Background: an optimization exercise with open tools, aiming at small area, a short achievable clock period and few clock cycles. Do not read the settings as production practice. Only simulation tests tie the RTL to the original design; equivalence was not proved. Power figures rest on the tool's default switching activity, not on a simulated workload.

## run 1
==> flow/design.v <==
module min_cpu (clk, rst, mem_addr, mem_we, mem_wdata, mem_rdata);
    input clk;
    input rst;
    output [15:0] mem_addr;
    output mem_we;
    output [15:0] mem_wdata;
    input [15:0] mem_rdata;
    function sumzero;
        input [15:0] a, b;
        input ci;
        begin
            sumzero = ((a ^ b) == {a[14:0] | b[14:0], ci});
        end
    endfunction
    reg [15:0] rf [0:15];
    reg [15:0] pc, opa, opb;
    reg [3:0]  rx, ry;
    reg z;
    reg s_f, s_x, s_p, s_d, s_w;
    reg k_alurr, k_ldrr, k_strr, k_alum, k_ldm, k_stm, k_tst, k_bz, k_push, k_pop, k_popw;
    reg o_and, o_sub;
    reg we, asel;
    wire [15:0] n = mem_rdata;
    wire [2:0] n_cls = n[12:10];
    wire n_m   = (n[5:4] != 2'b00);
    wire n_ab  = n[5];
    wire n_mcl = (n_cls == 3'b100) | (n_cls == 3'b001) | (n_cls == 3'b010) | (n_cls == 3'b011);
    wire n_stk = (n_cls == 3'b110);
    wire n_push = n_stk & n[13];
    wire n_bz  = (n_cls == 3'b101);
    wire n_x   = n_mcl & n_m & n_ab;
    wire n_p   = n_push;
    wire n_d   = (n_mcl & n_m & ~n_ab) | (n_stk & ~n[13]);
    wire [15:0] rby = opb ^ {16{o_sub}};
    wire [15:0] rsum = opa + rby + o_sub;
    wire [15:0] ralu = o_and ? (opa & opb) : rsum;
    wire rzero = o_and ? ((opa & opb) == 16'd0) : sumzero(opa, rby, o_sub);
    wire m_sub = o_sub & ~s_x;
    wire [15:0] mx = s_x ? opb : opa;
    wire [15:0] my = mem_rdata ^ {16{m_sub}};
    wire [15:0] msum = mx + my + m_sub;
    wire [15:0] malu = (o_and & ~s_x) ? (opa & mem_rdata) : msum;
    wire [15:0] incdec = opb + {{15{k_push}}, 1'b1};
    assign mem_addr  = asel ? pc : opb;
    assign mem_we    = we;
    assign mem_wdata = opa;
    wire w_alu = s_f & k_alurr;
    wire w_a   = s_f & k_strr;
    wire w_b   = s_f & k_ldrr;
    wire w_inc = (s_f & k_popw) | s_p;
    wire w_rd  = s_d & (k_ldm | k_pop);
    wire wen = w_alu | w_a | w_b | w_inc | w_rd;
    wire [3:0] wa = (w_b | w_rd) ? rx : ry;
    wire [15:0] wd = ({16{w_alu}} & ralu) | ({16{w_a}} & opa) | ({16{w_b}} & opb) |
                     ({16{w_inc}} & incdec) | ({16{w_rd}} & mem_rdata);
    wire [3:0] nrx = n[9:6];
    wire [3:0] nry = n[3:0];
    wire fwd = s_f & (k_alurr | k_ldrr | k_strr | k_popw);
    wire [3:0] fwa = k_ldrr ? rx : ry;
    wire [15:0] ra = (fwd & (fwa == nrx)) ? wd : rf[nrx];
    wire [15:0] rb = (fwd & (fwa == nry)) ? wd : rf[nry];
    always @(posedge clk) begin
        if (wen) rf[wa] <= wd;
    end
    wire zrd = (mem_rdata == 16'd0);
    wire zopa = (opa == 16'd0);
    wire zopb = (opb == 16'd0);
    wire zn = (w_alu & rzero) | (w_a & zopa) | (w_b & zopb) |
              (s_d & (k_ldm | k_tst) & zrd) | (((s_d & k_stm) | s_w) & zopa) |
              (~(w_alu | w_a | w_b | (s_d & (k_ldm | k_tst | k_stm)) | s_w) & z);
    always @(posedge clk) z <= zn;
    wire taken = k_bz & z;
    wire [15:0] faddr = taken ? opb : pc;
    always @(posedge clk) begin
        if (rst) begin
            s_f <= 1'b1; s_x <= 1'b0; s_p <= 1'b0; s_d <= 1'b0; s_w <= 1'b0;
            k_alurr <= 1'b0; k_ldrr <= 1'b0; k_strr <= 1'b0; k_alum <= 1'b0;
            k_ldm <= 1'b0; k_stm <= 1'b0; k_tst <= 1'b0; k_bz <= 1'b0;
            k_push <= 1'b0; k_pop <= 1'b0; k_popw <= 1'b0;
            we <= 1'b0;
            asel <= 1'b1;
            pc <= 16'd0;
        end else begin
            if (s_f) begin
                pc <= faddr + 16'd1;
                s_f <= ~(n_x | n_p | n_d); s_x <= n_x; s_p <= n_p; s_d <= n_d; s_w <= 1'b0;
                k_alurr <= (n_cls == 3'b100) & ~n_m;
                k_ldrr  <= (n_cls == 3'b001) & ~n_m;
                k_strr  <= (n_cls == 3'b010) & ~n_m;
                k_alum  <= (n_cls == 3'b100) & n_m;
                k_ldm   <= (n_cls == 3'b001) & n_m;
                k_stm   <= (n_cls == 3'b010) & n_m;
                k_tst   <= (n_cls == 3'b011);
                k_bz    <= n_bz;
                k_push  <= n_push;
                k_pop   <= n_stk & ~n[13];
                k_popw  <= n_stk & ~n[13] & (nrx != nry);
                we      <= (n_cls == 3'b010) & n_m & ~n_ab;
                asel    <= n_x | ~(n_d | n_p | (n_bz & zn));
            end else begin
                if (s_x) pc <= pc + 16'd1;
                s_x <= 1'b0;
                s_p <= 1'b0;
                s_d <= s_x | s_p;
                s_w <= s_d & k_alum;
                s_f <= (s_d & ~k_alum) | s_w;
                we  <= (s_x & k_stm) | s_p | (s_d & k_alum);
                asel <= (s_d & ~k_alum) | s_w;
            end
        end
    end
    always @(posedge clk) begin
        if (s_f) begin
            rx  <= nrx;
            ry  <= nry;
            o_and <= (n[14:13] == 2'b11);
            o_sub <= (n[14:13] == 2'b10);
            opa <= ra;
            opb <= rb;
        end else if (s_x | s_p) begin
            opb <= s_x ? malu : incdec;
        end else if (s_d & k_alum) begin
            opa <= malu;
        end
    end
endmodule
clock: 8.0 ns
lec_check: 0
cap_margin: 20
core_margin: 2
core_utilization: 40
setup_slack_margin: 4.0
slew_margin: 20
run.sh (not shown) runs the stock make flow with config.mk's settings and CLKGATE_MAP_FILE= SYNTH_SCRIPT=/design/flow/synth_recipe.tcl, a recipe that flattens the netlist after the stock synthesis.
No stage failed in run 1, and the final checks on the layout all came back clean.
Testbench counts of run 1, summed over its fixed seeds: cycles 168,454.
Input changes introduced in run 2 (baseline for comparison: run 1):
Settings: SETUP_SLACK_MARGIN: 4.0 -> 4.7; CORE_UTILIZATION: 40 -> 50; CTS_BUF_LIST: unset -> sky130_fd_sc_hd__clkbuf_4 sky130_fd_sc_hd__clkbuf_8.
--- outcome ---
- Run 2 against run 1: clock period minus final worst setup slack now smaller; wire length of the first global-routing pass went up; via count of the first global-routing pass went up 608; relative contribution of combinational cells to total power increased by 7.6 points relative to the old numbers; final-layout fill cell count now sits lower.
- Run 1 has a lower total via count after detailed routing than run 2.
- Comparing the two runs side by side, run 2 comes out ahead of run 1 on die outline area.
- Run 2 vs run 1 on area growth from synthesis to layout: run 2 is the higher one.
- Run 2: total routing usage reported by global routing is 8.6 points higher than what run 1 reported.

what the ideal ports hide:
No port has a modelled driver above. Below, the same layouts with a new extraction and two added sets of constraints. Step 1, drivers: a clkbuf_16 drives clk and a buf_2 each remaining input, both assumed. Step 2, shift: input delay + t, output delay - t, t = (earliest + latest rising clock arrival at the registers) / 2. This alone moves slack from input paths to output paths. a / b / c = ideal ports / drivers / drivers and shift; a / b = the first two.
run	t, ns	setup slack, ns	hold slack, ns
run 1	0.620	4.108 / 4.053 / 3.528	0.469 / 0.469 / 0.469
run 2	0.701	4.552 / 4.546 / 3.854	0.465 / 0.465 / 0.465
After both steps every run listed still meets setup and hold. The setup slack of run 2, which loses most, moves by -0.006 ns with the drivers and by -0.698 ns with both steps.
